Source: an optimization exercise on an open RTL-to-GDS flow (aim: small area). Production flows keep margins and buffers that such runs may drop.
In this exercise RTL edits were held to simulation tests only and were not proved equivalent to the original.
The clock input has no modelled driver; a real chip could not lean on it and would need a root buffer or a full tree.
Power is estimated from default activity; no workload was simulated.

==> job 1621: inputs <==
==> flow/design.v <==
module splittor(
	input clk_in,
	input rst,
	output reg c,
	output tick
);
reg o;
assign tick = c & ~o;
always @(posedge clk_in) begin
	if( rst ) begin
		c <= 1'b0;
		o <= 1'b0;
	end
	else begin
		c <= ~c;
		o <= o ^ c;
	end
end
endmodule
module counter(
	input clk,
	input rst,
	input ce,
	input en,
	input clear,
	output reg [6:0] th,
	output reg [3:0] h,
	output reg [6:0] lo
);
wire inc = ce & en & ~clear;
wire wrap = th[6] & th[0] & h[2] & h[0] & lo[5] & lo[1] & lo[0];
wire zero = rst | (ce & clear) | (inc & wrap);
wire c_lo = inc & lo[6] & lo[5] & lo[1] & lo[0];
wire c_h = c_lo & h[3] & h[0];
reg [7:0] k_lo;
reg [4:0] k_h;
reg [7:0] k_th;
integer i;
always @* begin
	k_lo[0] = inc;
	for( i = 0; i < 7; i = i + 1 ) k_lo[i+1] = k_lo[i] & lo[i];
	k_h[0] = c_lo;
	for( i = 0; i < 4; i = i + 1 ) k_h[i+1] = k_h[i] & h[i];
	k_th[0] = c_h;
	for( i = 0; i < 7; i = i + 1 ) k_th[i+1] = k_th[i] & th[i];
end
always @(posedge clk) begin
	lo <= {7{~(zero | c_lo)}} & (lo ^ k_lo[6:0]);
	h <= {4{~(zero | c_h)}} & (h ^ k_h[3:0]);
	th <= {7{~zero}} & (th ^ k_th[6:0]);
end
endmodule
module mapping(
	input wire [3:0] num,
	output wire [6:0] codeout
);
	localparam [111:0] TABLE = {
		7'b0000000, 7'b0000000, 7'b0000000, 7'b0000000, 7'b0000000, 7'b0000000,
		7'b1111011, 7'b1111111, 7'b1110000, 7'b1011111, 7'b1011011,
		7'b0110011, 7'b1111001, 7'b1101101, 7'b0110000, 7'b1111110 };
	assign codeout = TABLE[num*7 +: 7];
endmodule
module display(
	input clk,
	input rst,
	input c,
	input wire [3:0] digit,
	output wire [2:0] seg,
	output wire [6:0] codeout
);
reg [3:0] shown;
reg seg0;
assign seg = {2'b00, seg0};
mapping m1(
	.num (shown),
	.codeout (codeout)
);
always @(posedge clk) begin
	seg0 <= rst;
	if( rst ) shown <= 4'b1111;
	else if( c ) shown <= digit;
end
endmodule
module finalDesign(
	input clk,
	input rst,
	input start_in,
	input end_in,
	input clear_in,
	input en,
	input wire [2:0] check,
	output wire led,
	output wire [2:0] seg,
	output wire [6:0] digits,
	output reg [1:0] winner
);
wire c;
wire tick;
wire [6:0] cnt_th;
wire [3:0] cnt_h;
wire [6:0] cnt_lo;
reg [6:0] max_th;
reg [3:0] max_h;
reg [6:0] max_lo;
reg [3:0] min_h;    
reg [6:0] min_lo;
reg [3:0] avg_h;
reg [3:0] stor_h;
reg clear_logic;
reg start_flag;
reg en_logic;
reg [12:0] lfsr;
reg rnd_zero;
assign led = 1'b0;
splittor sp1(
	.clk_in (clk),
	.rst (rst),
	.c (c),
	.tick (tick)
);
counter c1(
	.clk (clk),
	.rst (rst),
	.ce (tick),
	.en (en_logic),
	.clear (clear_logic),
	.th (cnt_th),
	.h (cnt_h),
	.lo (cnt_lo)
);
display dp1(
	.clk (clk),
	.rst (rst),
	.c (c),
	.digit (stor_h),
	.seg (seg),
	.codeout (digits)
);
wire arm = en & start_in & rnd_zero;
wire start_mid = start_flag | arm;
wire stop = en & end_in & start_mid;
wire en_next = ((en_logic & ~clear_in) | arm) & ~stop;
wire start_next = start_mid & ~stop;
wire [17:0] cnt_all = {cnt_th, cnt_h, cnt_lo};
wire [17:0] max_all = {max_th, max_h, max_lo};
wire [10:0] cnt_low = {cnt_h, cnt_lo};
wire [10:0] min_all = {min_h, min_lo};
reg [18:0] ge;    
reg [11:0] gm;    
reg [7:0] k0;     
reg [7:0] s0;
reg [4:0] k1;
reg [4:0] t;
integer i;
always @* begin
	ge[0] = 1'b1;
	for( i = 0; i < 18; i = i + 1 )
		ge[i+1] = (cnt_all[i] & ~max_all[i]) | ((cnt_all[i] | ~max_all[i]) & ge[i]);
	gm[0] = 1'b1;
	for( i = 0; i < 11; i = i + 1 )
		gm[i+1] = (cnt_low[i] & ~min_all[i]) | ((cnt_low[i] | ~min_all[i]) & gm[i]);
	k0[0] = 1'b0;
	for( i = 0; i < 7; i = i + 1 ) begin
		s0[i] = max_lo[i] ^ min_lo[i] ^ k0[i];
		k0[i+1] = (max_lo[i] & min_lo[i]) | ((max_lo[i] ^ min_lo[i]) & k0[i]);
	end
	s0[7] = k0[7];
	k1[0] = s0[7] | (s0[6] & s0[5] & (s0[4] | s0[3] | s0[2]));    
	for( i = 0; i < 4; i = i + 1 ) begin
		t[i] = max_h[i] ^ min_h[i] ^ k1[i];
		k1[i+1] = (max_h[i] & min_h[i]) | ((max_h[i] ^ min_h[i]) & k1[i]);
	end
	t[4] = k1[4];
end
wire cnt_ge_max = ge[18];
wire cnt_lt_min = (cnt_th == 7'd0) & ~gm[11];
wire [3:0] u = t[4:1];
reg [3:0] avg_next;
always @* begin
	if( !max_th[0] ) avg_next = u;
	else case( u )
		4'd0: avg_next = 4'd5;
		4'd1: avg_next = 4'd6;
		4'd2: avg_next = 4'd7;
		4'd3: avg_next = 4'd8;
		4'd4: avg_next = 4'd9;
		4'd5: avg_next = 4'd0;
		4'd6: avg_next = 4'd1;
		4'd7: avg_next = 4'd2;
		4'd8: avg_next = 4'd3;
		default: avg_next = 4'd4;
	endcase
end
wire load = tick & en & start_in;
wire fb = ~(lfsr[12] ^ lfsr[2]);
wire hit = lfsr[12] & ~|lfsr[10:0];
always @(posedge clk) begin
	lfsr <= {13{~load}} & {lfsr[11:0], fb};
	rnd_zero <= rst | (~load & (rnd_zero | hit));
end
always @(posedge clk) begin
	if( rst ) begin
		stor_h <= 0;
		clear_logic <= 0;
		start_flag <= 0;
		en_logic <= 0;
		max_th <= 0;
		max_h <= 0;
		max_lo <= 0;
		min_h <= 4'd9;
		min_lo <= 7'd99;
		avg_h <= 0;
		winner <= 2'b00;
	end
	else if( tick ) begin
		clear_logic <= clear_in;
		en_logic <= en_next;
		start_flag <= start_next;
		if( !en ) begin
			if( check[2] ) stor_h <= avg_h;
			else if( check[1] ) stor_h <= min_h;
			else if( check[0] ) stor_h <= max_h;
			else stor_h <= cnt_h;
		end
		else if( end_in && !start_mid ) stor_h <= 4'd9;
		else stor_h <= cnt_h;
		if( stop ) begin
			if( cnt_ge_max ) begin
				max_th <= cnt_th;
				max_h <= cnt_h;
				max_lo <= cnt_lo;
			end
			if( cnt_lt_min ) begin
				min_h <= cnt_h;
				min_lo <= cnt_lo;
			end
			avg_h <= avg_next;
			winner <= cnt_ge_max ? 2'b01 : 2'b10;
		end
	end
end
endmodule
==> flow/flow/run.sh <==
#!/bin/bash
# Own layout flow: the standard synthesis, then its combinational logic re-mapped
# with a stronger ABC script (registers untouched), then the standard ORFS steps
# with buf_1 port buffers and a clock tree without dummy loads.
set -euo pipefail
W=$(pwd)
R=$W/orfs/results/$FLOW_PLATFORM/finalDesign/base
LIB=$FLOW_HOME/platforms/sky130hd/lib/sky130_fd_sc_hd__tt_025C_1v80.lib

bash standard.sh "$R/1_2_yosys.v" > "$W/log_synth.txt" 2>&1
cp "$R/1_2_yosys.v" "$W/standard_synth.v"

sed -e "s#::LIB::#$LIB#g" -e "s#::IN::#$W/standard_synth.v#" \
    -e "s#::SCRIPT::#$W/flow/deep.abc#" -e "s#::OUT::#$W/remapped.v#" \
    flow/remap.ys > "$W/remap_run.ys"
yosys -s "$W/remap_run.ys" > "$W/log_remap.txt" 2>&1
cp "$W/remapped.v" "$R/1_2_yosys.v"
touch "$R/1_2_yosys.v"

export BUFFER_PORTS_ARGS="-buffer_cell sky130_fd_sc_hd__buf_1"
export CTS_ARGS="-sink_clustering_enable -repair_clock_nets -dont_use_dummy_load ${CTS_EXTRA:-}"
bash standard.sh finish > "$W/log_layout.txt" 2>&1
==> flow/flow/deep.abc <==
strash
&get -n
&deepsyn -T 20
&put
&get -n
&dch -f
&nf -R 1000
&put
==> flow/flow/remap.ys <==
# Re-map the combinational logic of the standard synthesis; registers are kept as they are.
read_liberty -ignore_miss_func ::LIB::
read_verilog ::IN::
hierarchy -top finalDesign
blackbox sky130_fd_sc_hd__df*
flatten
opt_clean -purge
abc -liberty ::LIB:: -dont_use sky130_fd_sc_hd__lpflow_bleeder_1 -dont_use sky130_fd_sc_hd__lpflow_clkbufkapwr_1 -dont_use sky130_fd_sc_hd__lpflow_clkbufkapwr_16 -dont_use sky130_fd_sc_hd__lpflow_clkbufkapwr_2 -dont_use sky130_fd_sc_hd__lpflow_clkbufkapwr_4 -dont_use sky130_fd_sc_hd__lpflow_clkbufkapwr_8 -dont_use sky130_fd_sc_hd__lpflow_clkinvkapwr_1 -dont_use sky130_fd_sc_hd__lpflow_clkinvkapwr_16 -dont_use sky130_fd_sc_hd__lpflow_clkinvkapwr_2 -dont_use sky130_fd_sc_hd__lpflow_clkinvkapwr_4 -dont_use sky130_fd_sc_hd__lpflow_clkinvkapwr_8 -dont_use sky130_fd_sc_hd__lpflow_decapkapwr_12 -dont_use sky130_fd_sc_hd__lpflow_decapkapwr_3 -dont_use sky130_fd_sc_hd__lpflow_decapkapwr_4 -dont_use sky130_fd_sc_hd__lpflow_decapkapwr_6 -dont_use sky130_fd_sc_hd__lpflow_decapkapwr_8 -dont_use sky130_fd_sc_hd__lpflow_inputiso0n_1 -dont_use sky130_fd_sc_hd__lpflow_inputiso0p_1 -dont_use sky130_fd_sc_hd__lpflow_inputiso1n_1 -dont_use sky130_fd_sc_hd__lpflow_inputiso1p_1 -dont_use sky130_fd_sc_hd__lpflow_inputisolatch_1 -dont_use sky130_fd_sc_hd__lpflow_isobufsrc_1 -dont_use sky130_fd_sc_hd__lpflow_isobufsrc_16 -dont_use sky130_fd_sc_hd__lpflow_isobufsrc_2 -dont_use sky130_fd_sc_hd__lpflow_isobufsrc_4 -dont_use sky130_fd_sc_hd__lpflow_isobufsrc_8 -dont_use sky130_fd_sc_hd__lpflow_isobufsrckapwr_16 -dont_use sky130_fd_sc_hd__lpflow_lsbuf_lh_hl_isowell_tap_1 -dont_use sky130_fd_sc_hd__lpflow_lsbuf_lh_hl_isowell_tap_2 -dont_use sky130_fd_sc_hd__lpflow_lsbuf_lh_hl_isowell_tap_4 -dont_use sky130_fd_sc_hd__lpflow_lsbuf_lh_isowell_4 -dont_use sky130_fd_sc_hd__lpflow_lsbuf_lh_isowell_tap_1 -dont_use sky130_fd_sc_hd__lpflow_lsbuf_lh_isowell_tap_2 -dont_use sky130_fd_sc_hd__lpflow_lsbuf_lh_isowell_tap_4 -dont_use sky130_fd_sc_hd__probe_p_8 -dont_use sky130_fd_sc_hd__probec_p_8  -script ::SCRIPT::
opt_clean -purge
hilomap -singleton -hicell sky130_fd_sc_hd__conb_1 HI -locell sky130_fd_sc_hd__conb_1 LO
splitnets
opt_clean -purge
rename -enumerate -pattern rm_% w:$* c:$*
stat -liberty ::LIB::
write_verilog -noattr -nohex -nodec ::OUT::
==> flow/standard.sh <==
#!/bin/bash
# synth_recipe.tcl (not shown) runs the flow's synth.tcl, then flattens the netlist and writes it again
# the make line also repeats each setting of config.mk as NAME=value (left out here)
make -C /OpenROAD-flow-scripts/flow DESIGN_CONFIG=/design/flow/config.mk WORK_HOME=/design/flow/orfs CLKGATE_MAP_FILE= SYNTH_SCRIPT=/design/flow/synth_recipe.tcl "${@:-finish}"
==> flow/config.mk <==
export PLATFORM = sky130hd
export DESIGN_NAME = finalDesign
export DESIGN_NICKNAME = finalDesign
export VERILOG_FILES = /design/flow/design.v
export SDC_FILE = /design/flow/constraint.sdc
export NUM_CORES = 4
export LEC_CHECK = 0
export ABC_AREA = 1
export CAP_MARGIN = 20
export CORE_MARGIN = 2
export CORE_UTILIZATION = 40
export SLEW_MARGIN = 20
==> flow/constraint.sdc <==
create_clock -name core_clock -period 13.0 [get_ports {clk}]
set_input_delay 2.6000 -clock core_clock [delete_from_list [all_inputs] [get_ports {clk}]]
set_output_delay 2.6000 -clock core_clock [all_outputs]
set_load 0.01 [all_outputs]
==> job 8529 (differences from job 1621) <==
--- a/flow/design.v
+++ b/flow/design.v
@@ -57,3 +57,3 @@
 	localparam [111:0] TABLE = {
-		7'b0000000, 7'b0000000, 7'b0000000, 7'b0000000, 7'b0000000, 7'b0000000,
+		7'b0000000, 7'b0001111, 7'b1011011, 7'b0110011, 7'b0101001, 7'b0101101,
 		7'b1111011, 7'b1111111, 7'b1110000, 7'b1011111, 7'b1011011,
@@ -71,4 +71,3 @@
 reg [3:0] shown;
-reg seg0;
-assign seg = {2'b00, seg0};
+assign seg = {2'b00, (shown == 4'b1111) & ~c};
 mapping m1(
@@ -78,3 +77,2 @@
 always @(posedge clk) begin
-	seg0 <= rst;
 	if( rst ) shown <= 4'b1111;
@@ -194,6 +192,5 @@
 wire load = tick & en & start_in;
-wire fb = ~(lfsr[12] ^ lfsr[2]);
-wire hit = lfsr[12] & ~|lfsr[10:0];
-always @(posedge clk) begin
-	lfsr <= {13{~load}} & {lfsr[11:0], fb};
+wire hit = (lfsr == 13'h0800);
+always @(posedge clk) begin
+	lfsr <= ~({13{load}} | {lfsr[11:0], lfsr[12] ^ lfsr[2]});
 	rnd_zero <= rst | (~load & (rnd_zero | hit));
==> flow/flow/run.sh (replaced) <==
#!/bin/bash
# Own layout flow: the standard synthesis, then its combinational logic re-mapped
# with a stronger ABC script (registers untouched; several random seeds, the
# smallest result kept), then the standard ORFS steps with buf_1 port buffers and a
# one-level clock distribution of our own (flow/cts.tcl).
set -euo pipefail
W=$(pwd)
R=$W/orfs/results/$FLOW_PLATFORM/finalDesign/base
LIB=$FLOW_HOME/platforms/sky130hd/lib/sky130_fd_sc_hd__tt_025C_1v80.lib

bash standard.sh "$R/1_2_yosys.v" > "$W/log_synth.txt" 2>&1
cp "$R/1_2_yosys.v" "$W/standard_synth.v"

for S in 1 2 3 4; do
  sed -e "s/-S 0/-S $S/" flow/deep.abc > "$W/deep_$S.abc"
  sed -e "s#::LIB::#$LIB#g" -e "s#::IN::#$W/standard_synth.v#" \
      -e "s#::SCRIPT::#$W/deep_$S.abc#" -e "s#::OUT::#$W/remapped_$S.v#" \
      flow/remap.ys > "$W/remap_$S.ys"
  yosys -s "$W/remap_$S.ys" > "$W/log_remap_$S.txt" 2>&1 &
done
wait
best=""; bestarea=""
for S in 1 2 3 4; do
  a=$(grep "Chip area" "$W/log_remap_$S.txt" | tail -1 | awk '{print $NF}')
  [[ -n "$a" && -s "$W/remapped_$S.v" ]] || continue
  if [[ -z "$best" ]] || awk "BEGIN{exit !($a < $bestarea)}"; then best=$S; bestarea=$a; fi
done
echo "remap seed $best area $bestarea" > "$W/log_remap_choice.txt"
cp "$W/remapped_$best.v" "$R/1_2_yosys.v"
touch "$R/1_2_yosys.v"

export BUFFER_PORTS_ARGS="-buffer_cell sky130_fd_sc_hd__buf_1"
bash standard.sh place > "$W/log_place.txt" 2>&1

# own clock distribution instead of ORFS's CTS step
export R LIB
export CLK_CELL=$(sed -n 1p flow/clk.txt) CLK_LEAVES=$(sed -n 2p flow/clk.txt)
openroad -no_init -exit flow/cts.tcl > "$W/log_cts.txt" 2>&1
touch "$R/4_1_cts.odb" "$R/4_cts.sdc"

bash standard.sh finish > "$W/log_layout.txt" 2>&1
==> flow/flow/clk.txt (new file) <==
sky130_fd_sc_hd__clkbuf_8
4
==> flow/flow/cts.tcl (new file) <==
# Clock distribution in place of ORFS's CTS step: the clock port drives
# $::env(CLK_LEAVES) clock buffers ($::env(CLK_CELL)), each driving one
# balanced k-means cluster of the register clock pins from its cluster's centre.
set R $::env(R)
read_db $R/3_place.odb
read_liberty $::env(LIB)
read_sdc $R/3_place.sdc
source $::env(FLOW_HOME)/platforms/sky130hd/setRC.tcl

set block [ord::get_db_block]
set master [[ord::get_db] findMaster $::env(CLK_CELL)]
set clknet [$block findNet clk]
set k $::env(CLK_LEAVES)
set pts {}
foreach it [$clknet getITerms] {
  set bb [[$it getInst] getBBox]
  lappend pts [list $it [expr {([$bb xMin] + [$bb xMax]) / 2.0}] [expr {([$bb yMin] + [$bb yMax]) / 2.0}]]
}
set n [llength $pts]
# initial centres: points spread along the sorted x order
set sorted [lsort -real -index 1 $pts]
for {set g 0} {$g < $k} {incr g} {
  set p [lindex $sorted [expr {int(($g + 0.5) * $n / $k)}]]
  set cx($g) [lindex $p 1]; set cy($g) [lindex $p 2]
}
# k-means with balanced clusters: pairs (pin, centre) are taken in order of
# distance, each centre taking at most ceil(n / k) pins
set cap [expr {($n + $k - 1) / $k}]
for {set iter 0} {$iter < 30} {incr iter} {
  set pairs {}
  for {set i 0} {$i < $n} {incr i} {
    lassign [lindex $pts $i] it x y
    for {set g 0} {$g < $k} {incr g} {
      lappend pairs [list [expr {abs($x - $cx($g)) + abs($y - $cy($g))}] $i $g]
    }
  }
  set pairs [lsort -real -index 0 $pairs]
  for {set g 0} {$g < $k} {incr g} { set sx($g) 0.0; set sy($g) 0.0; set cnt($g) 0 }
  array unset of
  foreach pr $pairs {
    lassign $pr d i g
    if {[info exists of($i)] || $cnt($g) >= $cap} { continue }
    set of($i) $g
    lassign [lindex $pts $i] it x y
    set sx($g) [expr {$sx($g) + $x}]; set sy($g) [expr {$sy($g) + $y}]; incr cnt($g)
  }
  for {set g 0} {$g < $k} {incr g} {
    if {$cnt($g) > 0} { set cx($g) [expr {$sx($g) / $cnt($g)}]; set cy($g) [expr {$sy($g) / $cnt($g)}] }
  }
}
set assign {}
for {set i 0} {$i < $n} {incr i} { lappend assign $of($i) }
for {set g 0} {$g < $k} {incr g} {
  set net($g) [odb::dbNet_create $block clknet_leaf_$g]
  $net($g) setSigType CLOCK
}
foreach p $pts g $assign {
  set it [lindex $p 0]
  $it disconnect
  $it connect $net($g)
}
for {set g 0} {$g < $k} {incr g} {
  set inst [odb::dbInst_create $block $master clkbuf_leaf_$g]
  [$inst findITerm A] connect $clknet
  [$inst findITerm X] connect $net($g)
  $inst setLocation [expr {int($cx($g))}] [expr {int($cy($g))}]
  $inst setPlacementStatus PLACED
  puts "clock buffer $g drives $cnt($g) pins"
}
$clknet setSigType CLOCK
detailed_placement
check_placement -verbose
set_propagated_clock [all_clocks]
estimate_parasitics -placement
set worst 0
foreach pin [all_registers -clock_pins] {
  foreach e {rise fall} {
    set s [sta::time_sta_ui [get_property $pin slew_max_$e]]
    if {$s > $worst} { set worst $s }
  }
}
puts "worst register clock pin slew (placement estimate): $worst"
report_checks -path_delay min_max
write_db $R/4_1_cts.odb
write_sdc -no_timestamp $R/4_cts.sdc
==> flow/flow/deep.abc (replaced) <==
strash
&get -n
&deepsyn -T 20 -S 0
&put
&get -n
&dch -f
&nf -R 1000
&put
--- a/flow/flow/remap.ys
+++ b/flow/flow/remap.ys
@@ -6,2 +6,3 @@
 flatten
+rename -hide w:_*_.*
 opt_clean -purge
Settings changed: CORE_UTILIZATION 40 to 65, GPL_TIMING_DRIVEN set to 0.
==> results.txt <==
Job 1621 finished clean. Job 8529 finished with timing, DRC and antenna clean. Of job 1621 and job 8529, job 1621 has the higher power (gap about 13%, measured against job 8529). Of job 1621 and job 8529, job 8529 has the higher sequential share of layout area (gap 1.5 points). In job 8529 the final cell count is smaller than in job 1621, by 8.1%. Of job 8529 and job 1621, job 1621 has the higher clock skew (gap 9.1 ps).
In job 8529 the design's own scripts or RTL, not TritonCTS, make the clock network.

## port drivers added, routing unchanged
The flow's constraints put no driver on any port. The routed layouts listed below were extracted and timed again, unchanged, in two steps.
Step 1 assumes that a clkbuf_16 drives the clock port and a buf_2 every other input.
Step 2 times the ports against the registers' clock, not the clock port: input delays grow and output delays shrink by t, the midpoint of the rising clock arrivals with the driver on.
a / b / c = no drivers / after step 1 / after step 2; a / b = the first two.
| run | shift t [ns] | slack for setup (ns) | worst slew at a driven data input, ns |
|---|---|---|---|
| job 1621 | 0.366 | 8.270 / 8.239 / 8.182 | 0.03 |
| job 8529 | 0.228 | 8.694 / 8.729 / 8.501 | 0.03 |
After both steps setup and hold are still met in every run listed. For job 8529, which loses most, drivers alone change the setup slack by +0.035 ns; drivers and shift together by -0.193 ns.
